This is an optimization exercise on Yosys and OpenROAD, whose aim is small area, not a production implementation. Only simulation tests tie the RTL to the original design; equivalence was not proved. The flow treats the clock pin as an ideal source, which a real chip does not have. No activity file was given, so power comes from the tool's default toggle rates.

===== flow/config.mk =====
export PLATFORM = sky130hd
export DESIGN_NAME = path
export DESIGN_NICKNAME = path
export VERILOG_FILES = /design/flow/design.v
export SDC_FILE = /design/flow/constraint.sdc
export NUM_CORES = 4
export LEC_CHECK = 0
export CAP_MARGIN = 20
export CORE_MARGIN = 2
export CORE_UTILIZATION = 40
export SLEW_MARGIN = 20
export SYNTH_HIERARCHICAL = 1

===== flow/constraint.sdc =====
create_clock -name core_clock -period 5.0 [get_ports {clk}]
set_input_delay 1.0000 -clock core_clock [delete_from_list [all_inputs] [get_ports {clk}]]
set_output_delay 1.0000 -clock core_clock [all_outputs]
set_load 0.01 [all_outputs]

===== flow/design.v =====
`timescale 1ns/10ps
module dsel(s, m, d);
input [6:0] s;
input [6:0] m;
output d;
assign d = |(s & m);
endmodule
module vsel(up, down, hold, below, above, self, d);
input up, down, hold, below, above, self;
output d;
assign d = (up & below) | (down & above) | (hold & self);
endmodule
`timescale 1ns/10ps
module path(clk, rst_n, data1_i, data2_i, valid1_i, valid2_i, data_o, req_o, gnt_i, stop1_o, stop2_o, valid_o);
input clk;
input rst_n;
input [7:0] data1_i;
input [7:0] data2_i;
input valid1_i;
input valid2_i;
input gnt_i;
output req_o;
output stop1_o;
output stop2_o;
output reg [7:0] data_o;
output reg valid_o;
reg [4:0] v;         
reg [3:0] count;     
reg sel;             
reg [7:0] mem0, mem1, mem2, mem3, mem4;
wire empty   = !v[0];
wire full    = v[4];
wire read    = v[0] && gnt_i;
wire blocked = full && !gnt_i;
wire vsel    = sel ? valid2_i : valid1_i;
wire accept  = vsel && !blocked;
wire bypass  = empty && gnt_i && (valid1_i || valid2_i);
wire write   = accept && !bypass;
wire [7:0] din = sel ? data2_i : data1_i;
assign stop1_o = blocked || sel;
assign stop2_o = blocked || !sel;
assign req_o   = v[0] || bypass;
wire go = bypass || read;
wire [6:0] dsel_s = {read & v[4], read & v[3] & !v[4], read & v[2] & !v[3],
                     read & v[1] & !v[2], read & v[0] & !v[1], bypass & accept, !go};
wire [7:0] data_d;
genvar b;
generate
	for (b = 0; b < 8; b = b + 1) begin : bit_
		dsel u_dsel (.s(dsel_s),
		             .m({mem4[b], mem3[b], mem2[b], mem1[b], mem0[b], din[b], data_o[b]}),
		             .d(data_d[b]));
	end
endgenerate
wire up = write & !read;
wire down = read & !write;
wire hold = !(up | down);
wire [4:0] v_d;
assign v_d[0] = up | (down & v[1]) | (hold & v[0]);
assign v_d[4] = (up & v[3]) | (hold & v[4]);
generate
	for (b = 1; b < 4; b = b + 1) begin : vbit_
		vsel u_vsel (.up(up), .down(down), .hold(hold), .below(v[b - 1]),
		             .above(v[b + 1]), .self(v[b]), .d(v_d[b]));
	end
endgenerate
wire a0 = accept & count[0];
always @(posedge clk) begin
	if (write) begin
		mem0 <= din;
		mem1 <= mem0;
		mem2 <= mem1;
		mem3 <= mem2;
		mem4 <= mem3;
	end
end
always @(posedge clk, negedge rst_n) begin
	if (!rst_n) begin
		v <= 5'd0;
		count <= 4'd0;
		sel <= 1'b0;
		data_o <= 8'd0;
		valid_o <= 1'b0;
	end else begin
		v <= v_d;
		count[0] <= count[0] ^ accept;
		count[1] <= count[1] ^ (a0 & !count[3]);
		count[2] <= count[2] ^ (a0 & count[1]);
		count[3] <= count[3] ^ (a0 & ((count[1] & count[2]) | count[3]));
		sel <= sel ^ (a0 & count[3]);
		valid_o <= go;
		data_o <= data_d;
	end
end
endmodule

===== flow/flow/run.sh =====
#!/bin/bash
# The standard ORFS layout (standard.sh), with changes to what it inserts:
#  - port buffers are the smallest buffer cell (buf_1) instead of clkdlybuf4s50_1;
#  - clock tree synthesis uses clkbuf_4 buffers and inserts no dummy loads;
#    after CTS, flow/shrink.tcl shrinks clock buffers that can be smaller
#    while every flip-flop clock pin stays well under the slew limit;
#  - buffers that synthesis (ABC) inserted are removed at floorplan; the
#    resizer's repair_design puts back what slew and capacitance need.
# The full make output goes to standard.log in this folder; ORFS's per-step
# logs stay under orfs/logs/.
set -euo pipefail
export BUFFER_PORTS_ARGS="-buffer_cell sky130_fd_sc_hd__buf_1"
export CTS_ARGS="-sink_clustering_enable -repair_clock_nets -dont_use_dummy_load -buf_list sky130_fd_sc_hd__clkbuf_4"
export REMOVE_ABC_BUFFERS=1
export POST_CTS_TCL="$PWD/flow/shrink.tcl"
export CLK_SHRINK_CELLS="sky130_fd_sc_hd__clkbuf_1 sky130_fd_sc_hd__clkbuf_2"
export CLK_SHRINK_SLEW_PS=105
bash standard.sh > standard.log 2>&1

===== flow/flow/shrink.tcl =====
# POST_CTS hook: shrink the clock buffers that CTS placed. Each clock buffer is
# tried at the smaller sizes in CLK_SHRINK_CELLS (smallest first); a size is kept
# if, with placement parasitics, every flip-flop clock pin stays under
# CLK_SHRINK_SLEW_PS and timing stays met.
set_propagated_clock [all_clocks]
proc cs_worst_clk_slew {} {
  estimate_parasitics -placement
  set w 0
  foreach pin [all_registers -clock_pins -edge_triggered] {
    foreach edge {rise fall} {
      foreach an {min max} {
        set sl [get_property $pin slew_${an}_$edge]
        set ps [expr {[sta::time_ui_sta $sl] * 1e12}]
        if {$ps > $w} { set w $ps }
      }
    }
  }
  return $w
}
proc cs_ok {} {
  if {[cs_worst_clk_slew] > $::env(CLK_SHRINK_SLEW_PS)} { return 0 }
  if {[sta::worst_slack_cmd max] < 0 || [sta::worst_slack_cmd min] < 0} { return 0 }
  if {[sta::max_slew_violation_count] > 0 || [sta::max_capacitance_violation_count] > 0} { return 0 }
  return 1
}
set cs_block [ord::get_db_block]
set cs_bufs {}
foreach inst [$cs_block getInsts] {
  if {[string match "clkbuf_*" [$inst getName]] && [string match "*clkbuf*" [[$inst getMaster] getName]]} {
    lappend cs_bufs $inst
  }
}
# leaves first, the root (clkbuf_0_*) last
set cs_bufs [lsort -decreasing -command {apply {{a b} {string compare [$a getName] [$b getName]}}} $cs_bufs]
puts "shrink.tcl: worst clock-pin slew before: [cs_worst_clk_slew] ps"
set cs_n 0
foreach inst $cs_bufs {
  set orig [[$inst getMaster] getName]
  foreach cell $::env(CLK_SHRINK_CELLS) {
    if {$cell eq $orig} { break }
    replace_cell [$inst getName] $cell
    if {[cs_ok]} {
      puts "shrink.tcl: [$inst getName] $orig -> $cell"
      incr cs_n
      break
    }
    replace_cell [$inst getName] $orig
  }
}
puts "shrink.tcl: shrank $cs_n of [llength $cs_bufs] clock buffers; worst clock-pin slew now [cs_worst_clk_slew] ps"
detailed_placement

===== flow/standard.sh =====
#!/bin/bash
# synth_recipe.tcl (not shown) runs the flow's synth.tcl, then flattens the netlist and writes it again
# the make line also repeats each setting of config.mk as NAME=value (left out here)
make -C /OpenROAD-flow-scripts/flow DESIGN_CONFIG=/design/flow/config.mk WORK_HOME=/design/flow/orfs CLKGATE_MAP_FILE= SYNTH_SCRIPT=/design/flow/synth_recipe.tcl "${@:-finish}"

==> metrics.cfg, run 1 <==
[outcome]
status=no timing/DRC/antenna violations

[worst_setup_path]
rr_endpoint=v[3]
worstRegToRegCells=6
r2r_setup_slack_ps=2430
startpoint_type=flip-flop
startpoint=sel
r2r_start=sel
cp.required_ps=4000
end_kind=primary output
cp_max_fo=12
worstSetupPathType=flip-flop to primary output
critPathArrivalTime_ps=1730

[pwr]
fin_total_pwr_mw=1.53
seqPwrFrac=0.598
clkPwrFrac=0.139
p_int_mw=1.02
combPwrFrac=0.264
p_leak_nw=0.948
switching_share=0.331
ir_drop_mv=0.314
powerDensity_nw_per_um2=590
power.switching_uw=506

[global_routing]
grt_use_total=0.164
grt_pass1_vias=1449
grt_remaining_overflow=0
antenna_found_initial=0
grt_max_degree=42
grt_pass1_wl_mm=7.42

[logic_synthesis]
synth-main-ff-cell=edfxtp_1
synth-seq-cells=59
synthCells=140
avgSynthCellArea_um2=16.4
ys_types=24
synth_top_area_cell=edfxtp_1
ys_warn_count=7
synth_top_area_share=0.523
async_flop_share=0.322
synth-seq-area-share=0.731
synthTopCellsByArea=edfxtp_1 52%, dfrtp_1 21%, a22oi_1 5.2%
syn-cell-area_um2=2290
synth_edf_count=40

[layout]
final_cell_area_um2=2590
num_antenna_cells=0
nets=211
syn_to_final_growth_pct=13.0
drive_gt1_frac=0.114

[route]
drt-initial-drc-count=144
drt_pass1_iterations=5
vias=1450
routed_via_density=5.64
wl_mm=4.74
wire_per_inst_um=18.4
drc=0
drt.antenna.violating_nets=0

[sta]
fin_crit_ps=2730
hold_violations=0
setup_viol=0
finalMaxSlewViolations=0
fin_crit_sh=0.546
max_slew.worst_pin.slew_ps=777
max_slew_margin=0.480
rsz0062_at_grt=no
setup_tns_ps=0
fmax_mhz=366
fin_ws_ps=2270
finClkSkew_ps=55.2

[cts]
clock-sinks=59
path_clk_slew_ps=100
clk_latency_ps=640
cts_tree=built

[worst_hold_path]
hold_class=primary input to async pin

[floorplan]
die-area_um2=6360
die_x_um=79.7
core-area_um2=5540
start_util=0.414
num_io_pins=33
die_h_um=79.7
rows=27

[placed_design]
place_area_um2=2530
globalplace.congestion=0.748
portBuffers=32
dp_worst_setup_slack_ps=2190
hpwl_mm=3.07

[run]
maxCapViolations=0

==> registers in the layout, indices dropped and copies added (netlist names) <==
signal / count
mem2: 8
v: 5
mem1: 8
valid_o: 1
mem0: 8
mem3: 8
sel: 1
mem4: 8
data_o: 8
count: 4
==> cell families after synthesis <==
group | synth area share
buf+inv | 0.0131
flops | 0.731
compound gates | 0.117
fa+ha+maj | 0.0164
simple gates | 0.0682
xor+xnor | 0.0115
mux | 0.0436
==> Yosys stat by module (local to each module, per instance) <==
module	copies in the design	flip-flops and latches	cells inside
dsel	8	0	4
vsel	3	0	2
path	1	59	102
==> metal layers <==
metal  GRT usage  share of wire  up-vias
met2       0.239           0.47       75
met3      0.0385          0.064       10
met1       0.225           0.45      701
met5           0              0        -
met4      0.0966          0.020        0
li1            -              -      664
==> critical path: stages (launching register included) <==
cell      delay, ps
dfrtp_1         760
nand2b_1        190
buf_1           150
==> worst max path at each step <==
stage | to | cells past startpoint
after floorplan | v[1] | 5
after global placement | v[1] | 7
after detailed placement | v[2] | 7
after global routing | stop1_o | 2
final | stop1_o | 2
==> through the flow <==
step / cells / hold WS [ps] / utilization
after floorplan: 139 / 426 / -
after global placement: 248 / 430 / 0.457
after detailed placement: 248 / 441 / 0.457
after global routing: 257 / 252 / 0.468
final: 257 / 310 / 0.468
==> synthesized netlist by cell type, drive strengths merged, types with 2 or more instances <==
cell type,number
o21ai,2
a22oi,16
a222oi,11
nor3b,3
nor2,2
dfrtp,19
ha,3
xnor2,3
mux2,8
edfxtp,40
nand3,8
inv,5
nand2b,5
nand2,5
==> cells in the final DEF (no fill, tap or decap), types with 7 or more instances in the layout <==
cell,instances
a222oi_1,11
a22oi_1,16
buf_1,32
clkbuf_4,7
dfrtp_1,19
edfxtp_1,40
mux2_2,8
nand3_1,8
==> power groups by stage <==
stage | clock [mW] | sequential (mW) | combinational, mW
finish | 0.212 | 0.913 | 0.403
global route | 0.240 | 0.938 | 0.457
detailed placement | 0 | 0.924 | 0.407
global placement | 0 | 0.905 | 0.389
floorplan | 0 | 0.890 | 0.269
==> layout make-up <==
| cell class | count | area, um2 |
|---|---|---|
| timing repair buffer | 37 | 158 |
| tap | 72 | 90.1 |
| multi-input combinational | 75 | 588 |
| inverter | 5 | 18.8 |
| clock buffer | 9 | 61.3 |
| fill | 516 | 2950 |
| sequential | 59 | 1680 |
==> inputs of run 2 (changes only) <==
--- a/flow/design.v
+++ b/flow/design.v
@@ -24,25 +24,30 @@
 output stop2_o;
 output reg [7:0] data_o;
 output reg valid_o;
-reg [4:0] v;         
+reg [2:0] j;         
 reg [3:0] count;     
 reg sel;             
 reg [7:0] mem0, mem1, mem2, mem3, mem4;
-wire empty   = !v[0];
-wire full    = v[4];
-wire read    = v[0] && gnt_i;
+wire n1 = j[0] & !j[1];
+wire n2 = j[1] & !j[2];
+wire n3 = j[2] & j[0];
+wire n4 = j[1] & !j[0];
+wire n5 = j[2] & !j[1];
+wire nz      = j[0] | j[2];
+wire full    = n5;
+wire read    = nz && gnt_i;
 wire blocked = full && !gnt_i;
 wire vsel    = sel ? valid2_i : valid1_i;
 wire accept  = vsel && !blocked;
-wire bypass  = empty && gnt_i && (valid1_i || valid2_i);
+wire bypass  = !nz && gnt_i && (valid1_i || valid2_i);
 wire write   = accept && !bypass;
 wire [7:0] din = sel ? data2_i : data1_i;
 assign stop1_o = blocked || sel;
 assign stop2_o = blocked || !sel;
-assign req_o   = v[0] || bypass;
+assign req_o   = nz || bypass;
 wire go = bypass || read;
-wire [6:0] dsel_s = {read & v[4], read & v[3] & !v[4], read & v[2] & !v[3],
-                     read & v[1] & !v[2], read & v[0] & !v[1], bypass & accept, !go};
+wire [6:0] dsel_s = {read & n5, read & n4, read & n3, read & n2, read & n1,
+                     bypass & accept, !go};
 wire [7:0] data_d;
 genvar b;
 generate
@@ -55,13 +60,13 @@
 wire up = write & !read;
 wire down = read & !write;
 wire hold = !(up | down);
-wire [4:0] v_d;
-assign v_d[0] = up | (down & v[1]) | (hold & v[0]);
-assign v_d[4] = (up & v[3]) | (hold & v[4]);
+wire [2:0] j_up = {j[1:0], !j[2]};
+wire [2:0] j_down = {!j[0], j[2:1]};
+wire [2:0] j_d;
 generate
-	for (b = 1; b < 4; b = b + 1) begin : vbit_
-		vsel u_vsel (.up(up), .down(down), .hold(hold), .below(v[b - 1]),
-		             .above(v[b + 1]), .self(v[b]), .d(v_d[b]));
+	for (b = 0; b < 3; b = b + 1) begin : jbit_
+		vsel u_vsel (.up(up), .down(down), .hold(hold), .below(j_up[b]),
+		             .above(j_down[b]), .self(j[b]), .d(j_d[b]));
 	end
 endgenerate
 wire a0 = accept & count[0];
@@ -76,13 +81,13 @@
 end
 always @(posedge clk, negedge rst_n) begin
 	if (!rst_n) begin
-		v <= 5'd0;
+		j <= 3'd0;
 		count <= 4'd0;
 		sel <= 1'b0;
 		data_o <= 8'd0;
 		valid_o <= 1'b0;
 	end else begin
-		v <= v_d;
+		j <= j_d;
 		count[0] <= count[0] ^ accept;
 		count[1] <= count[1] ^ (a0 & !count[3]);
 		count[2] <= count[2] ^ (a0 & count[1]);
--- a/flow/config.mk
+++ b/flow/config.mk
@@ -8,5 +8,6 @@
 export CAP_MARGIN = 20
 export CORE_MARGIN = 2
 export CORE_UTILIZATION = 40
+export GPL_TIMING_DRIVEN = 0
 export SLEW_MARGIN = 20
 export SYNTH_HIERARCHICAL = 1
==> metrics.cfg, run 2 <==
[floorplan]
die-area_um2=6250  ; -1.7%
num_io_pins=33  ; unchanged
start_util=0.412  ; -0.00243
die_h_um=79.1  ; -0.86%
rows=27  ; unchanged
die_x_um=79.1  ; -0.86%
core-area_um2=5470  ; -1.2%

[layout]
final_cell_area_um2=2580  ; -0.53%
instances_no_fill=256  ; -0.39%
most-common-layout-cells=40 x edfxtp_1, 31 x buf_1, 17 x dfrtp_1
ff_latch_area_um2=1630  ; -3.0%
final_common_cell=edfxtp_1
multi_input_area_um2=621  ; +5.5%
syn_to_final_growth_pct=14.4
num_antenna_cells=0  ; unchanged
fillers=516  ; unchanged
fin_util=0.471  ; +0.00326
drive_gt1_frac=0.141  ; +0.0278
nets=210  ; -0.47%

[placed_design]
place_inst=247  ; -0.40%
dp_worst_setup_slack_ps=2130  ; -61.6 ps
portBuffers=32  ; unchanged
globalplace.congestion=0.798  ; +6.7%
hpwl_mm=3.22  ; +4.8%
place_area_um2=2510  ; -0.69%

[logic_synthesis]
synth_top_area_cell=edfxtp_1
synth.mux.area_fraction=0.0444  ; +0.000799
synth-seq-cells=57  ; -3.4%
synth_most_common_cell=edfxtp_1
synth_edf_count=40  ; unchanged
synthTopCellsByArea=edfxtp_1 53%, dfrtp_1 19%, a22oi_1 5.3%
synth_commonest_cells=40 x edfxtp_1, 17 x dfrtp_1, 16 x a22oi_1
async_flop_share=0.298  ; -0.0238
avgSynthCellArea_um2=16.0  ; -2.5%
ys_types=25  ; +4.2%
yosys.area_share.simple=0.0661  ; -0.00208
synth-seq-area-share=0.722  ; -0.00882
synth_top_family_by_area=compound AO/OA/AOI/OAI gates
syn-cell-area_um2=2250  ; -1.8%
synthCells=141  ; +0.71%
synth_top_area_share=0.533  ; +0.00959
synth-main-ff-cell=edfxtp_1
synthXorXnorAreaFrac=0.0117  ; +0.000210
synth-compound-area-share=0.126  ; +0.00936
synth_adder_area_share=0.0167  ; +0.000300
ys_warn_count=7  ; unchanged

[cts]
clk_latency_ps=670  ; +30 ps
clock-sinks=57  ; -3.4%
cts_tree=built
path_clk_slew_ps=90  ; about the same

[sta]
setup_tns_ps=0  ; unchanged
hold_violations=0  ; unchanged
hold_ws_ps=277  ; -32.9 ps
finClkSkew_ps=15.0  ; -40.2 ps
setup_viol=0  ; unchanged
finalMaxSlewViolations=0  ; unchanged
fin_crit_ps=2890  ; +162 ps
fmax_mhz=346  ; -5.6%
fin_ws_ps=2110  ; -162 ps
fin_crit_sh=0.578  ; +0.0324
max_slew_margin=0.505  ; +0.0247
max_slew.worst_pin.slew_ps=740  ; -36.9 ps
rsz0062_at_grt=no

[route]
drc=0  ; unchanged
routed_via_density=5.61  ; -0.58%
drt.antenna.violating_nets=0  ; unchanged
drt_pass1_iterations=4  ; -1
vias=1436  ; -0.97%
wire_per_inst_um=18.7  ; +1.6%
drt-initial-drc-count=116  ; -19%
wl_mm=4.80  ; +1.2%

[global_routing]
busiest_layer=met2
grt_remaining_overflow=0  ; unchanged
grt_use_total=0.174  ; +0.0102
grt_max_degree=18  ; -57%
grtUsageMet1=0.233  ; +0.00867
use_met3=0.0682  ; +0.0297
grtUsageMet2=0.262  ; +0.0232
antenna_found_initial=0  ; unchanged
grt_pass1_vias=1515  ; +4.6%
grt_pass1_wl_mm=7.91  ; +6.5%

[pwr]
powerDensity_nw_per_um2=592  ; +0.43%
fin_total_pwr_mw=1.53  ; -0.10%
ir_drop_mv=0.237  ; -25%
p_leak_nw=0.925  ; -2.4%

[worst_setup_path]
startpoint=gnt_i
cp.required_ps=4000  ; about the same
startpoint_type=primary input
r2r_start=sel
cp_max_fo=7  ; -5
end_kind=primary output
worstSetupPathType=primary input to primary output
critPathArrivalTime_ps=1890  ; +160 ps

[run]
maxCapViolations=0  ; unchanged

[worst_hold_path]
hold_class=primary input to async pin

[outcome]
status=no timing/DRC/antenna violations

## run 2: final cells by class
class / instances / share of cell area
Clock buffer: 9 / 0.0247
Inverter: 6 / 0.00873
Multi-Input combinational cell: 77 / 0.241
Sequential cell: 57 / 0.631
Tap cell: 72 / 0.0349
Timing Repair Buffer: 35 / 0.0602
## run 2: path summary, 6_finish.rpt
path / to / cells past startpoint / slack, ps
worst min-delay path: count[0] / 1 / 280
worst max-delay path: stop2_o / 4 / 2110
worst min register to register: mem4[4] / 0 / 450
max in group asynchronous: j[0] / 1 / 4360
worst max register to register: j[2] / 5 / 2620
min in group core_clock: mem4[4] / 0 / 450
## run 2: logic make-up (layout without fill, tap and decap cells)
| logic type | count (synthesis) | in the layout |
|---|---|---|
| AO/OA/AOI/OAI | 34 | 34 |
| XOR/XNOR | 3 | 3 |
| adder cells (fa/ha/maj) | 3 | 3 |
| buffers and inverters | 7 | 50 |
| flip-flops | 57 | 57 |
| multiplexers | 9 | 9 |
| AND/OR/NAND/NOR | 28 | 28 |
## run 2: per-module statistics from Yosys (local to each module, per instance)
module	area, um2	cells
path	1970	103
dsel	30.0	4
vsel	13.8	2
## run 2: per-layer routing
metal | vias to the layer above | wire length, um
met1 | 717 | 2110
li1 | 658 | -
met3 | 6 | 311
met5 | - | 0
met4 | 0 | 62
met2 | 55 | 2320
## run 2: where the power goes
group	internal, mW	switching (mW)
clock	0.0757	0.137
sequential	0.745	0.136
combinational	0.185	0.248
## run 2: worst max-delay path: stages
cell and delay, ps:
buf_1 200, nor3b_4 370, nand2b_1 150, buf_1 160
==> inputs of run 3 (changes only) <==
--- a/flow/config.mk
+++ b/flow/config.mk
@@ -8,6 +8,5 @@
 export CAP_MARGIN = 20
 export CORE_MARGIN = 2
 export CORE_UTILIZATION = 40
-export GPL_TIMING_DRIVEN = 0
 export SLEW_MARGIN = 20
 export SYNTH_HIERARCHICAL = 1
==> metrics.cfg, run 3 <==
[outcome]
status=no timing/DRC/antenna violations

[cts]
path_clk_slew_ps=90  ; about the same
clock-sinks=57  ; unchanged
cts_tree=built
clk_latency_ps=370  ; -300 ps

[logic_synthesis]
synth_commonest_cells=40 x edfxtp_1, 17 x dfrtp_1, 16 x a22oi_1
avgSynthCellArea_um2=16.0  ; unchanged
synthTopCellsByArea=edfxtp_1 53%, dfrtp_1 19%, a22oi_1 5.3%
synth-main-ff-cell=edfxtp_1
ys_warn_count=7  ; unchanged
synth-seq-area-share=0.722  ; unchanged
synth_top_area_cell=edfxtp_1
ys_types=25  ; unchanged
synth_edf_count=40  ; unchanged
syn-cell-area_um2=2250  ; unchanged
synth_top_area_share=0.533  ; unchanged
synth_most_common_cell=edfxtp_1
async_flop_share=0.298  ; unchanged
synthCells=141  ; unchanged
synth-seq-cells=57  ; unchanged

[sta]
fmax_mhz=350  ; +1.3%
finalMaxSlewViolations=0  ; unchanged
max_slew_margin=0.403  ; -0.102
max_slew.worst_pin.slew_ps=893  ; +153 ps
rsz0062_at_grt=no
setup_tns_ps=0  ; unchanged
hold_violations=0  ; unchanged
finClkSkew_ps=27.0  ; +12.0 ps
hold_ws_ps=449  ; +172 ps
fin_crit_ps=2850  ; -36.9 ps
fin_crit_sh=0.571  ; -0.00739
setup_viol=0  ; unchanged
fin_ws_ps=2150  ; +36.9 ps

[worst_setup_path]
end_kind=primary output
path_buf_inv=2  ; unchanged
startpoint_type=primary input
cp_max_fo=7  ; unchanged
cp_slowest_cell=nor3b_4
cp.required_ps=4000  ; about the same
cp_slowest_stage_delay_ps=350  ; -20 ps
worstSetupPathType=primary input to primary output
critPathArrivalTime_ps=1850  ; -40 ps
critPathTopFamily=simple AND/OR/NAND/NOR gates
worstPathCellList=buf_1 > nor3b_4 > nand2b_1 > buf_1
crit_top_cell=buf_1

[route]
drt.antenna.violating_nets=0  ; unchanged
drc=0  ; unchanged
wl_mm=4.76  ; -0.88%
drt-initial-drc-count=160  ; +38%
drt_pass1_iterations=5  ; +1
vias=1442  ; +0.42%
wire_per_inst_um=18.6  ; -0.88%
routed_via_density=5.63  ; +0.42%

[layout]
most-common-layout-cells=40 x edfxtp_1, 31 x buf_1, 17 x dfrtp_1
num_antenna_cells=0  ; unchanged
instances_no_fill=256  ; unchanged
multi_input_area_um2=609  ; -1.8%
fin_util=0.467  ; -0.00434
syn_to_final_growth_pct=13.4
nets=210  ; unchanged
final_cell_area_um2=2550  ; -0.92%
fillers=517  ; +0.19%
final_common_cell=edfxtp_1
ff_latch_area_um2=1630  ; unchanged
drive_gt1_frac=0.136  ; -0.00543

[placed_design]
place_inst=247  ; unchanged
globalplace.congestion=0.799  ; +0.10%
dp_worst_setup_slack_ps=2000  ; -135 ps
hpwl_mm=3.12  ; -3.0%
portBuffers=32  ; unchanged
place_area_um2=2490  ; -0.90%

[global_routing]
grt_max_degree=26  ; +8
grt_pass1_vias=1492  ; -1.5%
grt_remaining_overflow=0  ; unchanged
grt_pass1_wl_mm=7.73  ; -2.2%
antenna_found_initial=0  ; unchanged
grt_use_total=0.172  ; -0.00222

[floorplan]
start_util=0.412  ; unchanged
die_x_um=79.1  ; unchanged
die-area_um2=6250  ; unchanged
die_h_um=79.1  ; unchanged
core-area_um2=5470  ; unchanged
rows=27  ; unchanged
num_io_pins=33  ; unchanged

[pwr]
p_leak_nw=0.922  ; -0.32%
ir_drop_mv=0.253  ; +6.9%
fin_total_pwr_mw=1.51  ; -1.2%
powerDensity_nw_per_um2=591  ; -0.26%

[run]
maxCapViolations=0  ; unchanged

[worst_hold_path]
hold_class=flip-flop to flip-flop

run 3: cell type report:
class | instances | share of cell area
clock buffers | 9 | 0.0245
inverters | 6 | 0.00881
multi-input cells | 77 | 0.238
flip-flops and latches | 57 | 0.637
well taps | 72 | 0.0353
repair buffers | 35 | 0.0563
run 3: logic make-up after synthesis:
| kind of cell | count (synthesis) | synth area share |
|---|---|---|
| fa+ha+maj | 3 | 0.0167 |
| simple gates | 28 | 0.0661 |
| flops | 57 | 0.722 |
| compound gates | 34 | 0.126 |
| xor+xnor | 3 | 0.0117 |
| mux | 9 | 0.0444 |
| buf+inv | 7 | 0.0133 |
run 3: layer usage:
metal	vias to the layer above	part of all wire	global-route usage
li1	656	-	-
met1	716	0.41	0.228
met2	68	0.50	0.264
met3	2	0.085	0.0648
met4	0	0.0050	0.0534
met5	-	0	0
run 3: worst reg2reg max path: stages, from the launching register on:
cell and delay (ps):
dfrtp_1 760, mux2i_1 310, a211oi_4 810, buf_4 450
run 3: path summary, 6_finish.rpt:
kind	slack, ps	end	depth (start not counted)	startpoint
worst max-delay path	2150	stop2_o	4	gnt_i
worst min-delay path	450	mem4[0]	0	mem3[0]
worst max register to register	2320	mem1[0]	3	sel
worst min register to register	450	mem4[0]	0	mem3[0]
max in group asynchronous	4070	j[0]	1	rst_n
min in group asynchronous	580	count[3]	1	rst_n
run 3: power breakdown:
part           total [mW]  internal, mW  switching [mW]
clock               0.212        0.0757           0.136
combinational       0.416         0.175           0.241
sequential          0.881         0.746           0.135
run 3: per-module statistics from Yosys (local to each module, per instance):
module  cell area (um2)  flip-flops and latches
vsel               13.8                       0
dsel               30.0                       0
path               1970                      57
==> inputs of run 4 (changes only) <==
--- a/flow/config.mk
+++ b/flow/config.mk
@@ -5,8 +5,8 @@
 export SDC_FILE = /design/flow/constraint.sdc
 export NUM_CORES = 4
 export LEC_CHECK = 0
-export CAP_MARGIN = 20
+export CAP_MARGIN = 10
 export CORE_MARGIN = 2
 export CORE_UTILIZATION = 40
-export SLEW_MARGIN = 20
+export SLEW_MARGIN = 10
 export SYNTH_HIERARCHICAL = 1
==> metrics.cfg, run 4 <==
[layout]
most-common-layout-cells=40 x edfxtp_1, 32 x buf_1, 17 x dfrtp_1
final_common_cell=edfxtp_1
instances_no_fill=256  ; unchanged
nets=210  ; unchanged
num_antenna_cells=0  ; unchanged
drive_gt1_frac=0.130  ; -0.00543
syn_to_final_growth_pct=13.3  ; about the same
final_cell_area_um2=2550  ; about the same

[sta]
max_slew.worst_pin.slew_ps=1050  ; +162 ps
setup_tns_ps=0  ; unchanged
finalMaxSlewViolations=0  ; unchanged
hold_violations=0  ; unchanged
fin_crit_sh=0.571  ; unchanged
finClkSkew_ps=27.0  ; unchanged
fin_crit_ps=2850  ; unchanged
max_slew_margin=0.297  ; -0.106
rsz0062_at_grt=no
setup_viol=0  ; unchanged
fmax_mhz=350  ; unchanged

[pwr]
p_leak_nw=0.919  ; -0.32%
ir_drop_mv=0.253  ; unchanged
powerDensity_nw_per_um2=591  ; about the same
seqPwrFrac=0.584  ; about the same
p_int_uw=996  ; about the same
power.switching_uw=512  ; about the same
clkPwrFrac=0.140  ; about the same
switching_share=0.340  ; about the same
combPwrFrac=0.276  ; about the same

[logic_synthesis]
synth_edf_count=40  ; unchanged
ys_warn_count=7  ; unchanged
synth-main-ff-cell=edfxtp_1
synth_top_area_share=0.533  ; unchanged
ys_types=25  ; unchanged
synthCells=141  ; unchanged
synthTopCellsByArea=edfxtp_1 53%, dfrtp_1 19%, a22oi_1 5.3%
syn-cell-area_um2=2250  ; unchanged
synth-seq-cells=57  ; unchanged
synth-seq-area-share=0.722  ; unchanged
synth_commonest_cells=40 x edfxtp_1, 17 x dfrtp_1, 16 x a22oi_1
synth_most_common_cell=edfxtp_1
synth_top_area_cell=edfxtp_1
async_flop_share=0.298  ; unchanged
avgSynthCellArea_um2=16.0  ; unchanged

[floorplan]
num_io_pins=33  ; unchanged
rows=27  ; unchanged
die_x_um=79.1  ; unchanged
core-area_um2=5470  ; unchanged
die_h_um=79.1  ; unchanged
die-area_um2=6250  ; unchanged
start_util=0.412  ; unchanged

[route]
wire_per_inst_um=18.6  ; unchanged
drt-initial-drc-count=160  ; unchanged
drc=0  ; unchanged
drt_pass1_iterations=5  ; unchanged
routed_via_density=5.63  ; unchanged
drt.antenna.violating_nets=0  ; unchanged
vias=1442  ; unchanged
wl_mm=4.76  ; unchanged

[worst_setup_path]
cp.required_ps=4000  ; about the same
cp_slowest_cell=nor3b_4
path_buf_inv=2  ; unchanged
end_kind=primary output
r2r_start=sel
worstSetupPathType=primary input to primary output
startpoint=gnt_i
cp_max_fo=7  ; unchanged
cp_slowest_stage_delay_ps=350  ; about the same
crit_top_cell=buf_1
critPathTopFamily=simple AND/OR/NAND/NOR gates
startpoint_type=primary input
worstPathCellList=buf_1 > nor3b_4 > nand2b_1 > buf_1
critPathArrivalTime_ps=1850  ; about the same

[cts]
path_clk_slew_ps=90  ; about the same
cts_tree=built
clock-sinks=57  ; unchanged
clk_latency_ps=370  ; about the same

[worst_hold_path]
hold_class=flip-flop to flip-flop
hold_start=mem3[0]

[placed_design]
place_inst=247  ; unchanged
portBuffers=32  ; unchanged
place_area_um2=2490  ; unchanged
globalplace.congestion=0.799  ; unchanged
hpwl_mm=3.12  ; unchanged

[global_routing]
antenna_found_initial=0  ; unchanged
grt_remaining_overflow=0  ; unchanged
grt_use_total=0.172  ; unchanged
grt_pass1_vias=1492  ; unchanged
grt_pass1_wl_mm=7.73  ; unchanged
grt_max_degree=26  ; unchanged

[outcome]
status=no timing/DRC/antenna violations

[run]
maxCapViolations=0  ; unchanged

-- run 4: cell counts after synthesis --
No cell type changed its count.
-- run 4: path summary, 6_finish.rpt --
path,slack [ps],cells past startpoint,to
hold reg to reg,450,0,mem4[0]
setup / recovery,2150,4,stop2_o
min in group asynchronous,790,1,count[3]
setup reg to reg,2320,3,mem1[0]
max in group asynchronous,3560,1,j[0]
hold / removal,450,0,mem4[0]
-- run 4: cell type report --
cell class                      instances  area, um2
Fill cell                             518       2920
Clock buffer                            9       62.6
Timing Repair Buffer                   35        143
Tap cell                               72       90.1
Inverter                                6       22.5
Multi-Input combinational cell         77        609
Sequential cell                        57       1630
-- run 4: metal layers --
metal	wire length (um)	share of wire	track usage	vias up
met5	0	0	0	-
met4	24	0.0050	0.0534	0
met3	406	0.085	0.0648	2
met2	2370	0.50	0.264	68
met1	1960	0.41	0.228	716
li1	-	-	-	656
-- run 4: kinds of logic (layout without fill, tap and decap cells) --
| logic type | Yosys count | count (layout) | synth area share |
|---|---|---|---|
| buffers and inverters | 7 | 50 | 0.0133 |
| AND/OR/NAND/NOR | 28 | 28 | 0.0661 |
| multiplexers | 9 | 9 | 0.0444 |
| XOR/XNOR | 3 | 3 | 0.0117 |
| AO/OA/AOI/OAI | 34 | 34 | 0.126 |
| flip-flops | 57 | 57 | 0.722 |
| adder cells (fa/ha/maj) | 3 | 3 | 0.0167 |
-- run 4: power groups by stage --
stage / logic [mW] / clock network (mW) / registers (mW)
after floorplan: 0.272 / 0 / 0.870
after global placement: 0.405 / 0 / 0.878
after detailed placement: 0.421 / 0 / 0.891
after global routing: 0.464 / 0.243 / 0.908
final: 0.416 / 0.212 / 0.881
-- run 4: Yosys stat by module, one instance, submodules excluded --
module	flip-flops and latches	cells inside
path	57	103
vsel	0	2
dsel	0	4
-- run 4: per-stage QoR --
| step | setup WS [ps] | total power, mW | util | hold slack, ps |
|---|---|---|---|---|
| after floorplan | -67.9 | 1.14 | - | 426 |
| after global placement | 2140 | 1.28 | 0.455 | 434 |
| after detailed placement | 2000 | 1.31 | 0.455 | 436 |
| after global routing | 2050 | 1.62 | 0.467 | 467 |
| final | 2150 | 1.51 | 0.467 | 449 |
==> inputs of run 5 (changes only) <==
--- a/flow/config.mk
+++ b/flow/config.mk
@@ -5,8 +5,8 @@
 export SDC_FILE = /design/flow/constraint.sdc
 export NUM_CORES = 4
 export LEC_CHECK = 0
-export CAP_MARGIN = 10
+export CAP_MARGIN = 5
 export CORE_MARGIN = 2
 export CORE_UTILIZATION = 40
-export SLEW_MARGIN = 10
+export SLEW_MARGIN = 5
 export SYNTH_HIERARCHICAL = 1
==> metrics.cfg, run 5 <==
[sta]
setup_tns_ps=0  ; unchanged
hold_violations=0  ; unchanged
fmax_mhz=350  ; unchanged
setup_viol=0  ; unchanged
fin_crit_ps=2850  ; unchanged
finClkSkew_ps=27.0  ; unchanged
max_slew.worst_pin.slew_ps=1050  ; unchanged
max_slew_margin=0.297  ; unchanged
rsz0062_at_grt=no
finalMaxSlewViolations=0  ; unchanged
fin_crit_sh=0.571  ; unchanged

[route]
drt_pass1_iterations=5  ; unchanged
drt.antenna.violating_nets=0  ; unchanged
vias=1442  ; unchanged
drc=0  ; unchanged
routed_via_density=5.63  ; unchanged
wire_per_inst_um=18.6  ; unchanged
drt-initial-drc-count=160  ; unchanged
wl_mm=4.76  ; unchanged

[placed_design]
portBuffers=32  ; unchanged
hpwl_mm=3.12  ; unchanged
place_inst=247  ; unchanged
place_area_um2=2490  ; unchanged
globalplace.congestion=0.799  ; unchanged

[logic_synthesis]
avgSynthCellArea_um2=16.0  ; unchanged
synth-seq-area-share=0.722  ; unchanged
synth-seq-cells=57  ; unchanged
synth_top_area_cell=edfxtp_1
ys_types=25  ; unchanged
synth_top_area_share=0.533  ; unchanged
synthCells=141  ; unchanged
synth_commonest_cells=40 x edfxtp_1, 17 x dfrtp_1, 16 x a22oi_1
synthTopCellsByArea=edfxtp_1 53%, dfrtp_1 19%, a22oi_1 5.3%
synth_edf_count=40  ; unchanged
synth-main-ff-cell=edfxtp_1
async_flop_share=0.298  ; unchanged
syn-cell-area_um2=2250  ; unchanged
ys_warn_count=7  ; unchanged
synth_most_common_cell=edfxtp_1

[floorplan]
core-area_um2=5470  ; unchanged
num_io_pins=33  ; unchanged
die_h_um=79.1  ; unchanged
die_x_um=79.1  ; unchanged
die-area_um2=6250  ; unchanged
start_util=0.412  ; unchanged
rows=27  ; unchanged

[pwr]
powerDensity_nw_per_um2=591  ; unchanged
p_leak_nw=0.919  ; unchanged
fin_total_pwr_mw=1.51  ; unchanged
ir_drop_mv=0.253  ; unchanged

[global_routing]
antenna_found_initial=0  ; unchanged
grt_pass1_wl_mm=7.73  ; unchanged
grt_remaining_overflow=0  ; unchanged
grt_use_total=0.172  ; unchanged
grt_max_degree=26  ; unchanged
grt_pass1_vias=1492  ; unchanged

[worst_setup_path]
end_kind=primary output
cp.required_ps=4000  ; about the same
cp_max_fo=7  ; unchanged
startpoint_type=primary input
critPathArrivalTime_ps=1850  ; about the same
worstSetupPathType=primary input to primary output

[layout]
num_antenna_cells=0  ; unchanged
fin_util=0.467  ; unchanged
final_cell_area_um2=2550  ; unchanged
fillers=518  ; unchanged
instances_no_fill=256  ; unchanged
most-common-layout-cells=40 x edfxtp_1, 32 x buf_1, 17 x dfrtp_1
nets=210  ; unchanged
final_common_cell=edfxtp_1
syn_to_final_growth_pct=13.3  ; unchanged
drive_gt1_frac=0.130  ; unchanged

[run]
maxCapViolations=0  ; unchanged

[cts]
clock-sinks=57  ; unchanged
clk_latency_ps=370  ; about the same
path_clk_slew_ps=90  ; about the same
cts_tree=built

[worst_hold_path]
hold_class=flip-flop to flip-flop

[outcome]
status=no timing/DRC/antenna violations

-- run 5: final timing paths --
| path | startpoint | cells past startpoint | end | slack (ps) |
|---|---|---|---|---|
| min in group asynchronous | rst_n | 1 | count[3] | 790 |
| hold / removal | mem3[0] | 0 | mem4[0] | 450 |
| setup reg to reg | sel | 3 | mem1[0] | 2320 |
| max in group asynchronous | rst_n | 1 | j[0] | 3560 |
| setup / recovery | gnt_i | 4 | stop2_o | 2150 |
| hold reg to reg | mem3[0] | 0 | mem4[0] | 450 |
-- run 5: area by class of cell --
type | instances | area [um2] | area share
multi-input cells | 77 | 609 | 0.239
well taps | 72 | 90.1 | 0.0353
clock buffers | 9 | 62.6 | 0.0245
flip-flops and latches | 57 | 1630 | 0.637
inverters | 6 | 22.5 | 0.00882
repair buffers | 35 | 143 | 0.0559
-- run 5: modules after synthesis, one instance, submodules excluded --
module / copies in the design / flip-flops and latches
vsel: 3 / 0
path: 1 / 57
dsel: 8 / 0
-- run 5: cell families after synthesis --
kind of cell | count (synthesis) | share of synthesized area
AND/OR/NAND/NOR | 28 | 0.0661
XOR/XNOR | 3 | 0.0117
flip-flops | 57 | 0.722
AO/OA/AOI/OAI | 34 | 0.126
buffers and inverters | 7 | 0.0133
multiplexers | 9 | 0.0444
adder cells (fa/ha/maj) | 3 | 0.0167
-- run 5: routing by layer --
metal | wire length (um) | track usage
met3 | 406 | 0.0648
met5 | 0 | 0
met4 | 24 | 0.0534
met1 | 1960 | 0.228
met2 | 2370 | 0.264
-- run 5: where the power goes --
group | switching (mW) | internal (mW) | total, mW | leakage (nW)
Combinational | 0.241 | 0.175 | 0.416 | 0.287
Clock | 0.136 | 0.0757 | 0.212 | 0.0405
Sequential | 0.135 | 0.746 | 0.881 | 0.592
-- run 5: through the flow --
| step | hold slack (ps) | worst slack [ps] |
|---|---|---|
| 3_5_place_dp | 436 | 2000 |
| 3_3_place_gp | 434 | 2140 |
| 6_report | 449 | 2150 |
| 2_1_floorplan | 426 | -67.9 |
| 5_1_grt | 467 | 2050 |
-- run 5: critical path, stage by stage --
cell,delay [ps]
buf_1,190
nor3b_4,350
nand2b_1,150
buf_1,160
==> inputs of run 6 (changes only) <==
--- a/flow/flow/run.sh
+++ b/flow/flow/run.sh
@@ -5,13 +5,16 @@
 #    after CTS, flow/shrink.tcl shrinks clock buffers that can be smaller
 #    while every flip-flop clock pin stays well under the slew limit;
 #  - buffers that synthesis (ABC) inserted are removed at floorplan; the
-#    resizer's repair_design puts back what slew and capacitance need.
+#    resizer's repair_design puts back what slew and capacitance need;
+#  - before CTS, flow/recover.tcl downsizes gates with timing slack to spare
+#    and repairs slew and capacitance again.
 # The full make output goes to standard.log in this folder; ORFS's per-step
 # logs stay under orfs/logs/.
 set -euo pipefail
 export BUFFER_PORTS_ARGS="-buffer_cell sky130_fd_sc_hd__buf_1"
 export CTS_ARGS="-sink_clustering_enable -repair_clock_nets -dont_use_dummy_load -buf_list sky130_fd_sc_hd__clkbuf_4"
 export REMOVE_ABC_BUFFERS=1
+export PRE_CTS_TCL="$PWD/flow/recover.tcl"
 export POST_CTS_TCL="$PWD/flow/shrink.tcl"
 export CLK_SHRINK_CELLS="sky130_fd_sc_hd__clkbuf_1 sky130_fd_sc_hd__clkbuf_2"
 export CLK_SHRINK_SLEW_PS=105
==> flow/flow/recover.tcl (new file) <==
# PRE_CTS hook: area recovery after placement. The resizer downsizes gates
# that have timing slack to spare (repair_timing -recover_power), then
# repair_design fixes any slew or capacitance this leaves over the usual margins,
# and detailed placement legalises the result.
set_dont_use $::env(DONT_USE_CELLS)
estimate_parasitics -placement
repair_timing -recover_power 100 -verbose
set rc_slew 20
set rc_cap 20
if {[info exists ::env(SLEW_MARGIN)] && $::env(SLEW_MARGIN) ne ""} { set rc_slew $::env(SLEW_MARGIN) }
if {[info exists ::env(CAP_MARGIN)] && $::env(CAP_MARGIN) ne ""} { set rc_cap $::env(CAP_MARGIN) }
repair_design -verbose -slew_margin $rc_slew -cap_margin $rc_cap
detailed_placement
estimate_parasitics -placement
==> flow/config.mk (replaced) <==
export PLATFORM = sky130hd
export DESIGN_NAME = path
export DESIGN_NICKNAME = path
export VERILOG_FILES = /design/flow/design.v
export SDC_FILE = /design/flow/constraint.sdc
export NUM_CORES = 4
export LEC_CHECK = 0
export CAP_MARGIN = 20
export CORE_MARGIN = 2
export CORE_UTILIZATION = 60
export SLEW_MARGIN = 20
export SYNTH_HIERARCHICAL = 1
==> metrics.cfg, run 6 <==
[worst_setup_path]
end_kind=primary output
worstSetupPathType=primary input to primary output
startpoint_type=primary input
critPathArrivalTime_ps=2190  ; +340 ps
r2r_start=sel
rr_endpoint=data_o[5]
cp_max_fo=7  ; unchanged
worstRegToRegCells=5  ; +2
r2r_setup_slack_ps=2500  ; +180 ps
cp.required_ps=4000  ; about the same

[logic_synthesis]
synth-seq-area-share=0.722  ; unchanged
synth_top_area_cell=edfxtp_1
synth_edf_count=40  ; unchanged
synth_top_area_share=0.533  ; unchanged
synth_most_common_cell=edfxtp_1
syn-cell-area_um2=2250  ; unchanged
synth-main-ff-cell=edfxtp_1
avgSynthCellArea_um2=16.0  ; unchanged
ys_types=25  ; unchanged
synthTopCellsByArea=edfxtp_1 53%, dfrtp_1 19%, a22oi_1 5.3%
async_flop_share=0.298  ; unchanged
synthCells=141  ; unchanged
synth-seq-cells=57  ; unchanged
synth_commonest_cells=40 x edfxtp_1, 17 x dfrtp_1, 16 x a22oi_1
ys_warn_count=7  ; unchanged

[cts]
clock-sinks=57  ; unchanged
clk_latency_ps=430  ; +60 ps
path_clk_slew_ps=90  ; about the same
cts_tree=built

[floorplan]
core-area_um2=3630  ; -34%
rows=22  ; -19%
die-area_um2=4260  ; -32%
start_util=0.620  ; +0.208
die_x_um=65.3  ; -17%
num_io_pins=33  ; unchanged
die_h_um=65.3  ; -17%

[run]
maxCapViolations=0  ; unchanged

[sta]
setup_viol=0  ; unchanged
finalMaxSlewViolations=0  ; unchanged
hold_violations=0  ; unchanged
fin_crit_ps=3190  ; +334 ps
max_slew_margin=0.273  ; -0.0239
fin_crit_sh=0.638  ; +0.0668
max_slew.worst_pin.slew_ps=1090  ; +33.5 ps
rsz0062_at_grt=no
setup_tns_ps=0  ; unchanged
fmax_mhz=314  ; -10%
finClkSkew_ps=28.2  ; +1.18 ps

[placed_design]
portBuffers=32  ; unchanged
hpwl_mm=2.97  ; -4.9%
globalplace.congestion=0.739  ; -7.5%
place_area_um2=2450  ; -1.5%

[layout]
drive_gt1_frac=0.103  ; -0.0272
final_cell_area_um2=2510  ; -1.6%
nets=210  ; unchanged
final_common_cell=edfxtp_1
most-common-layout-cells=40 x edfxtp_1, 30 x buf_1, 17 x dfrtp_1
num_antenna_cells=0  ; unchanged
syn_to_final_growth_pct=11.5

[pwr]
ir_drop_mv=0.286  ; +13%
fin_total_pwr_mw=1.49  ; -1.0%
powerDensity_nw_per_um2=594  ; +0.55%
p_leak_nw=0.916  ; -0.34%

[worst_hold_path]
hold_class=flip-flop to flip-flop
hold_depth=0  ; unchanged
hold_end=mem4[7]
hold_start=mem3[7]

[route]
drt-initial-drc-count=160  ; unchanged
routed_via_density=6.25  ; +11%
wl_mm=4.41  ; -7.3%
drc=0  ; unchanged
wire_per_inst_um=19.0  ; +2.3%
routed.top_layer=met4
vias=1449  ; +0.49%
dr_wl_met3_um=292  ; -28%
drt.antenna.violating_nets=0  ; unchanged
met1_length_mm=1.87  ; -4.2%
drt_pass1_iterations=6  ; +1
wl_met2_mm=2.16  ; -8.9%

[outcome]
status=no timing/DRC/antenna violations

[global_routing]
grt_use_total=0.239  ; +0.0673
grt_pass1_vias=1452  ; -2.7%
grt_remaining_overflow=0  ; unchanged
grt_pass1_wl_mm=7.25  ; -6.2%
antenna_found_initial=0  ; unchanged
grt_max_degree=31  ; +19%

-- run 6: per-module statistics from Yosys (local to each module, per instance) --
module	cells inside	flops+latches	times used
dsel	4	0	8
path	103	57	1
vsel	2	0	3
-- run 6: how the worst max path moves through the flow --
stage                     cells past startpoint      end      from
final                                         4  stop2_o     gnt_i
after global routing                          4  stop2_o     gnt_i
after detailed placement                      4  stop2_o     gnt_i
after global placement                        4  stop2_o     gnt_i
after floorplan                               5     j[1]  valid2_i
-- run 6: layer usage --
layer	vias up	track usage
met2	59	0.374
li1	660	-
met4	0	0.133
met3	8	0.0497
met5	-	0
met1	722	0.316
-- run 6: kinds of logic (layout without fill, tap and decap cells) --
kind of cell | Yosys count | in the layout | share of synthesized area
AO/OA/AOI/OAI | 34 | 34 | 0.126
XOR/XNOR | 3 | 3 | 0.0117
adder cells (fa/ha/maj) | 3 | 3 | 0.0167
buffers and inverters | 7 | 50 | 0.0133
flip-flops | 57 | 57 | 0.722
multiplexers | 9 | 9 | 0.0444
AND/OR/NAND/NOR | 28 | 28 | 0.0661
-- run 6: cell type report --
type / instances / area (um2)
Tap cell: 48 / 60.1
Inverter: 6 / 22.5
Sequential cell: 57 / 1630
Fill cell: 266 / 1120
Multi-Input combinational cell: 77 / 594
Timing Repair Buffer: 35 / 150
Clock buffer: 9 / 60.1
-- run 6: report_power, final --
part / internal, mW / switching (mW)
logic: 0.176 / 0.240
registers: 0.745 / 0.131
clock network: 0.0706 / 0.130
total: 0.991 / 0.502
-- run 6: critical path, stage by stage --
cell and delay (ps):
clkbuf_1 160, nor3b_1 690, nand2b_1 190, buf_1 160
-- run 6: metrics by stage --
step / util / instances / setup WS (ps) / hold slack, ps
2_1_floorplan: - / 140 / -67.9 / 426
3_3_place_gp: 0.675 / 222 / 2160 / 433
3_5_place_dp: 0.675 / 222 / 2140 / 442
5_1_grt: 0.692 / 232 / 1710 / 472
6_report: 0.692 / 232 / 1810 / 451
==> inputs of run 7 (changes only) <==
--- a/flow/config.mk
+++ b/flow/config.mk
@@ -7,6 +7,6 @@
 export LEC_CHECK = 0
 export CAP_MARGIN = 20
 export CORE_MARGIN = 2
-export CORE_UTILIZATION = 60
+export CORE_UTILIZATION = 40
 export SLEW_MARGIN = 20
 export SYNTH_HIERARCHICAL = 1
==> metrics.cfg, run 7 <==
[worst_setup_path]
cp.depth=4  ; unchanged
startpoint_type=primary input
cp_max_fo=7  ; unchanged
cp.required_ps=4000  ; about the same
r2r_setup_slack_ps=2070  ; -430 ps
path_buf_inv=2  ; unchanged
critPathTopFamily=simple AND/OR/NAND/NOR gates
cp_slowest_stage_delay_ps=610  ; -80 ps
cp_slowest_cell=nor3b_1
critPathArrivalTime_ps=2130  ; -60 ps
worstRegToRegCells=3  ; -2
worstPathCellList=clkbuf_1 > nor3b_1 > nand2b_1 > buf_1
worstSetupPathType=primary input to primary output
end_kind=primary output

[cts]
clk_latency_ps=610  ; +180 ps
clock-sinks=57  ; unchanged
cts_tree=built
path_clk_slew_ps=100  ; about the same

[logic_synthesis]
synthCells=141  ; unchanged
async_flop_share=0.298  ; unchanged
syn-cell-area_um2=2250  ; unchanged
yosys.area_share.simple=0.0661  ; unchanged
synth-compound-area-share=0.126  ; unchanged
ys_types=25  ; unchanged
synth.mux.area_fraction=0.0444  ; unchanged
synth_top_area_cell=edfxtp_1
synth_most_common_cell=edfxtp_1
synth-main-ff-cell=edfxtp_1
synth_top_area_share=0.533  ; unchanged
synth-seq-area-share=0.722  ; unchanged
synth-seq-cells=57  ; unchanged
synthTopCellsByArea=edfxtp_1 53%, dfrtp_1 19%, a22oi_1 5.3%
ys_warn_count=7  ; unchanged
synth_adder_area_share=0.0167  ; unchanged
synth_top_family_by_area=compound AO/OA/AOI/OAI gates
synthXorXnorAreaFrac=0.0117  ; unchanged
avgSynthCellArea_um2=16.0  ; unchanged
synth_edf_count=40  ; unchanged
synth_commonest_cells=40 x edfxtp_1, 17 x dfrtp_1, 16 x a22oi_1

[outcome]
status=no timing/DRC/antenna violations

[pwr]
p_leak_nw=0.914  ; -0.18%
powerDensity_nw_per_um2=589  ; -0.89%
ir_drop_mv=0.298  ; +4.2%

[global_routing]
grt_pass1_wl_mm=7.76  ; +7.0%
grt_max_degree=26  ; -16%
grt_use_total=0.174  ; -0.0650
grt_remaining_overflow=0  ; unchanged
antenna_found_initial=0  ; unchanged
grt_pass1_vias=1471  ; +1.3%

[layout]
fin_util=0.464  ; -0.228
drive_gt1_frac=0.103  ; unchanged
ff_latch_area_um2=1630  ; unchanged
nets=210  ; unchanged
syn_to_final_growth_pct=12.7
fillers=530  ; +99%
most-common-layout-cells=40 x edfxtp_1, 30 x buf_1, 17 x dfrtp_1
instances_no_fill=256  ; +10%
final_common_cell=edfxtp_1
num_antenna_cells=0  ; unchanged
multi_input_area_um2=594  ; unchanged

[sta]
hold_violations=0  ; unchanged
fin_crit_sh=0.625  ; -0.0127
rsz0062_at_grt=no
fmax_mhz=320  ; +2.0%
max_slew_margin=0.386  ; +0.113
finClkSkew_ps=21.7  ; -6.50 ps
finalMaxSlewViolations=0  ; unchanged
max_slew.worst_pin.slew_ps=918  ; -170 ps
fin_crit_ps=3130  ; -63.5 ps
setup_viol=0  ; unchanged

[placed_design]
portBuffers=32  ; unchanged
globalplace.congestion=0.799  ; +8.2%
hpwl_mm=3.12  ; +5.2%
place_inst=247  ; +11%

[route]
vias=1426  ; -1.6%
drt.antenna.violating_nets=0  ; unchanged
wire_per_inst_um=18.6  ; -2.3%
drc=0  ; unchanged
drt-initial-drc-count=130  ; -19%
wl_mm=4.75  ; +7.8%
routed_via_density=5.57  ; -11%
drt_pass1_iterations=4  ; -2

[floorplan]
core-area_um2=5470  ; +51%
num_io_pins=33  ; unchanged
die_x_um=79.1  ; +21%
die_h_um=79.1  ; +21%
rows=27  ; +23%
start_util=0.412  ; -0.208
die-area_um2=6250  ; +47%

[worst_hold_path]
hold_class=primary input to async pin

[run]
maxCapViolations=0  ; unchanged

==> run 7: power by group <==
part | internal (mW) | switching (mW)
Clock | 0.0757 | 0.130
Sequential | 0.747 | 0.134
Combinational | 0.167 | 0.241
==> run 7: through the flow <==
stage	setup TNS [ps]	hold slack, ps	setup slack, ps	instance area (um2)	total power, mW
2_1_floorplan	-202	426	-67.9	2250	1.14
5_1_grt	0	170	1560	2540	1.61
6_report	0	334	1870	2540	1.49
3_5_place_dp	0	436	2000	2490	1.31
3_3_place_gp	0	434	2140	2490	1.28
==> run 7: layer usage <==
metal	share of wire	global-route usage
met1	0.43	0.232
met2	0.50	0.260
met3	0.059	0.0648
met4	0.0046	0.0690
met5	0	0
==> run 7: modules after synthesis, one instance, submodules excluded <==
| module | copies in the design | cells | cell area, um2 |
|---|---|---|---|
| dsel | 8 | 4 | 30.0 |
| path | 1 | 103 | 1970 |
| vsel | 3 | 2 | 13.8 |
==> run 7: cells by family after synthesis <==
logic type / count (synthesis)
buf+inv: 7
simple gates: 28
mux: 9
flops: 57
xor+xnor: 3
fa+ha+maj: 3
compound gates: 34
==> run 7: cell type report <==
type / instances / share of cell area
clock buffers: 9 / 0.0251
inverters: 6 / 0.00887
multi-input cells: 77 / 0.234
flip-flops and latches: 57 / 0.641
well taps: 72 / 0.0355
repair buffers: 35 / 0.0557
==> run 7: final timing paths <==
check,startpoint,to
max,gnt_i,stop2_o
min,rst_n,count[2]
max reg2reg,sel,mem4[3]
min reg2reg,mem3[6],mem4[6]
max in group asynchronous,rst_n,j[0]
min in group core_clock,mem3[6],mem4[6]
==> inputs of run 8 (changes only) <==
--- a/flow/design.v
+++ b/flow/design.v
@@ -3,7 +3,16 @@
 input [6:0] s;
 input [6:0] m;
 output d;
-assign d = |(s & m);
+wire lo_n, hi_n;
+aoi3 u_lo (.s(s[2:0]), .m(m[2:0]), .y_n(lo_n));
+aoi3 u_hi (.s(s[5:3]), .m(m[5:3]), .y_n(hi_n));
+assign d = !(lo_n & hi_n) | (s[6] & m[6]);
+endmodule
+module aoi3(s, m, y_n);
+input [2:0] s;
+input [2:0] m;
+output y_n;
+assign y_n = !(|(s & m));
 endmodule
 module vsel(up, down, hold, below, above, self, d);
 input up, down, hold, below, above, self;
==> metrics.cfg, run 8 <==
[worst_setup_path]
r2r_start=sel
path_buf_inv=2  ; unchanged
cp.required_ps=4000  ; about the same
r2r_setup_slack_ps=2090  ; +20 ps
cp_slowest_cell=nor3b_1
worstSetupPathType=primary input to primary output
startpoint_type=primary input
rr_endpoint=mem2[1]
startpoint=gnt_i
end_kind=primary output
critPathArrivalTime_ps=2190  ; +60 ps
worstRegToRegCells=3  ; unchanged
worstPathCellList=clkbuf_1 > nor3b_1 > nand2b_1 > buf_1
cp_slowest_stage_delay_ps=680  ; +70 ps
critPathTopFamily=simple AND/OR/NAND/NOR gates
cp_max_fo=7  ; unchanged

[logic_synthesis]
synth_top_area_cell=edfxtp_1
synthTopCellsByArea=edfxtp_1 54%, dfrtp_1 19%, a222oi_1 8.5%
async_flop_share=0.298  ; unchanged
synth_edf_count=40  ; unchanged
synth_top_area_share=0.535  ; +0.00238
synth-seq-area-share=0.725  ; +0.00322
avgSynthCellArea_um2=15.9  ; -0.44%
syn-cell-area_um2=2240  ; -0.44%
ys_warn_count=7  ; unchanged
synth_commonest_cells=40 x edfxtp_1, 19 x a222oi_1, 17 x dfrtp_1
synth-seq-cells=57  ; unchanged
ys_types=24  ; -4.0%
synthCells=141  ; unchanged
synth_most_common_cell=edfxtp_1
synth-main-ff-cell=edfxtp_1

[worst_hold_path]
hold_depth=0
hold_start=mem0[0]
hold_end=mem1[0]
hold_class=flip-flop to flip-flop

[layout]
num_antenna_cells=0  ; unchanged
most-common-layout-cells=40 x edfxtp_1, 30 x buf_1, 19 x a222oi_1
ff_latch_area_um2=1630  ; unchanged
fillers=522  ; -1.5%
multi_input_area_um2=584  ; -1.7%
nets=210  ; unchanged
drive_gt1_frac=0.103  ; unchanged
final_common_cell=edfxtp_1
syn_to_final_growth_pct=12.7  ; about the same

[route]
wl_mm=4.89  ; +2.8%
met1_length_mm=2.13  ; +3.3%
drc=0  ; unchanged
dr_wl_met3_um=340  ; +21%
wl_met2_mm=2.38  ; -0.34%
drt_pass1_iterations=4  ; unchanged
wire_per_inst_um=19.1  ; +2.8%
vias=1411  ; -1.1%
routed_via_density=5.51  ; -1.1%
drt-initial-drc-count=209  ; +61%
drt.antenna.violating_nets=0  ; unchanged
routed.top_layer=met4

[placed_design]
hpwl_mm=3.14  ; +0.52%
globalplace.congestion=0.760  ; -4.9%
dp_worst_setup_slack_ps=1930  ; -67.8 ps
portBuffers=32  ; unchanged

[sta]
rsz0062_at_grt=no
setup_viol=0  ; unchanged
hold_ws_ps=451  ; +117 ps
hold_violations=0  ; unchanged
max_slew.worst_pin.slew_ps=965  ; +46.4 ps
finClkSkew_ps=31.6  ; +9.85 ps
fin_crit_sh=0.638  ; +0.0132
max_slew_margin=0.355  ; -0.0310
finalMaxSlewViolations=0  ; unchanged
setup_tns_ps=0  ; unchanged
fin_crit_ps=3190  ; +66.1 ps
fin_ws_ps=1810  ; -66.1 ps
fmax_mhz=313  ; -2.1%

[run]
maxCapViolations=0  ; unchanged

[outcome]
status=no timing/DRC/antenna violations

[pwr]
fin_total_pwr_mw=1.50  ; +0.10%
ir_drop_mv=0.310  ; +4.0%
seqPwrFrac=0.587  ; -0.002
combPwrFrac=0.276  ; +0.003
power.switching_uw=509  ; +0.75%
powerDensity_nw_per_um2=592  ; +0.55%
p_int_uw=988  ; -0.23%
switching_share=0.340  ; +0.00219
clkPwrFrac=0.137  ; about the same
p_leak_nw=0.919  ; +0.59%

[global_routing]
grt_remaining_overflow=0  ; unchanged
grt_use_total=0.172  ; -0.00187
grt_pass1_wl_mm=7.72  ; -0.53%
grt_max_degree=24  ; -7.7%
grt_pass1_vias=1475  ; +0.27%
antenna_found_initial=0  ; unchanged

[cts]
path_clk_slew_ps=90  ; about the same
clk_latency_ps=430  ; -180 ps
clock-sinks=57  ; unchanged
cts_tree=built

[floorplan]
core-area_um2=5470  ; unchanged
die-area_um2=6220  ; -0.42%
die_h_um=78.9  ; -0.21%
die_x_um=78.9  ; -0.21%
start_util=0.410  ; -0.00183
num_io_pins=33  ; unchanged
rows=27  ; unchanged

==> run 8: changes by cell type after synthesis, sizes merged <==
cell,change
a22oi,-16
a222oi,+8
nand2,+8
==> run 8: cells by family after synthesis <==
logic type / after synthesis / share of synthesized area
AND/OR/NAND/NOR: 36 / 0.0798
multiplexers: 9 / 0.0446
AO/OA/AOI/OAI: 26 / 0.109
XOR/XNOR: 3 / 0.0117
adder cells (fa/ha/maj): 3 / 0.0167
flip-flops: 57 / 0.725
buffers and inverters: 7 / 0.0134
==> run 8: power by group through the flow <==
stage	clock [mW]	combinational [mW]	sequential, mW
5_1_grt	0.235	0.458	0.902
6_report	0.205	0.413	0.878
3_3_place_gp	0	0.408	0.875
2_1_floorplan	0	0.272	0.869
3_5_place_dp	0	0.427	0.888
==> run 8: worst register-to-register path: stages (launching register included) <==
cell and delay [ps]:
dfrtp_1 750, mux2i_1 310, a211oi_4 860, clkbuf_2 620
==> run 8: per-layer routing <==
metal / vias to the layer above / global-route usage
met5: - / 0
met4: 0 / 0.0879
met3: 4 / 0.0443
met2: 60 / 0.264
met1: 690 / 0.228
li1: 657 / -
==> run 8: how the worst max path moves through the flow <==
stage | endpoint | slack (ps) | cells past startpoint
after detailed placement | mem0[3] | 1930 | 4
after floorplan | j[1] | -70 | 5
after global placement | mem4[3] | 2070 | 4
final | stop2_o | 1810 | 4
after global routing | stop2_o | 1720 | 4
==> run 8: Yosys stat by module (local to each module, per instance) <==
module / times used / cell area (um2) / cells / flops+latches
path: 1 / 1970 / 103 / 57
dsel: 8 / 8.76 / 2 / 0
vsel: 3 / 13.8 / 2 / 0
aoi3: 16 / 10.0 / 1 / 0
==> run 8: through the flow <==
stage | instances | utilization | instance area, um2
after floorplan | 140 | - | 2240
after global placement | 247 | 0.453 | 2480
after detailed placement | 247 | 0.453 | 2480
after global routing | 256 | 0.462 | 2530
final | 256 | 0.462 | 2530
==> run 8: area by class of cell <==
type                    count  area share
flip-flops and latches     57       0.644
well taps                  72      0.0356
inverters                   6     0.00891
repair buffers             35      0.0559
clock buffers               9      0.0248
multi-input cells          77       0.231

## afterwards: timing with drivers on the ports
No port has a modelled driver above. Below, the same layouts with a new extraction and two added sets of constraints.
Step 1 assumes that a clkbuf_16 drives the clock port and a buf_2 every other input.
Step 2 adds t to the input delays and takes it off the output delays; t is the mean of the earliest and latest rising clock arrival at the registers after step 1. Input paths then give back, and output paths get back, about the clock's delay inside the block.
Slacks: no drivers / after step 1 / after step 2; pairs: no drivers / after step 1.
run	shift t [ns]	slack for setup (ns)	worst data-port slew with drivers (ns)
run 1	0.639	2.270 / 2.243 / 2.166	0.03
run 2	0.691	2.108 / 2.087 / 2.087	0.04
run 3	0.381	2.145 / 2.126 / 2.022	0.03
run 4	0.381	2.145 / 2.126 / 2.022	0.03
run 5	0.381	2.145 / 2.126 / 2.022	0.03
run 6	0.443	1.811 / 1.784 / 1.784	0.03
run 7	0.622	1.875 / 1.855 / 1.801	0.03
run 8	0.435	1.809 / 1.789 / 1.770	0.04
After both steps every run listed still meets setup and hold.
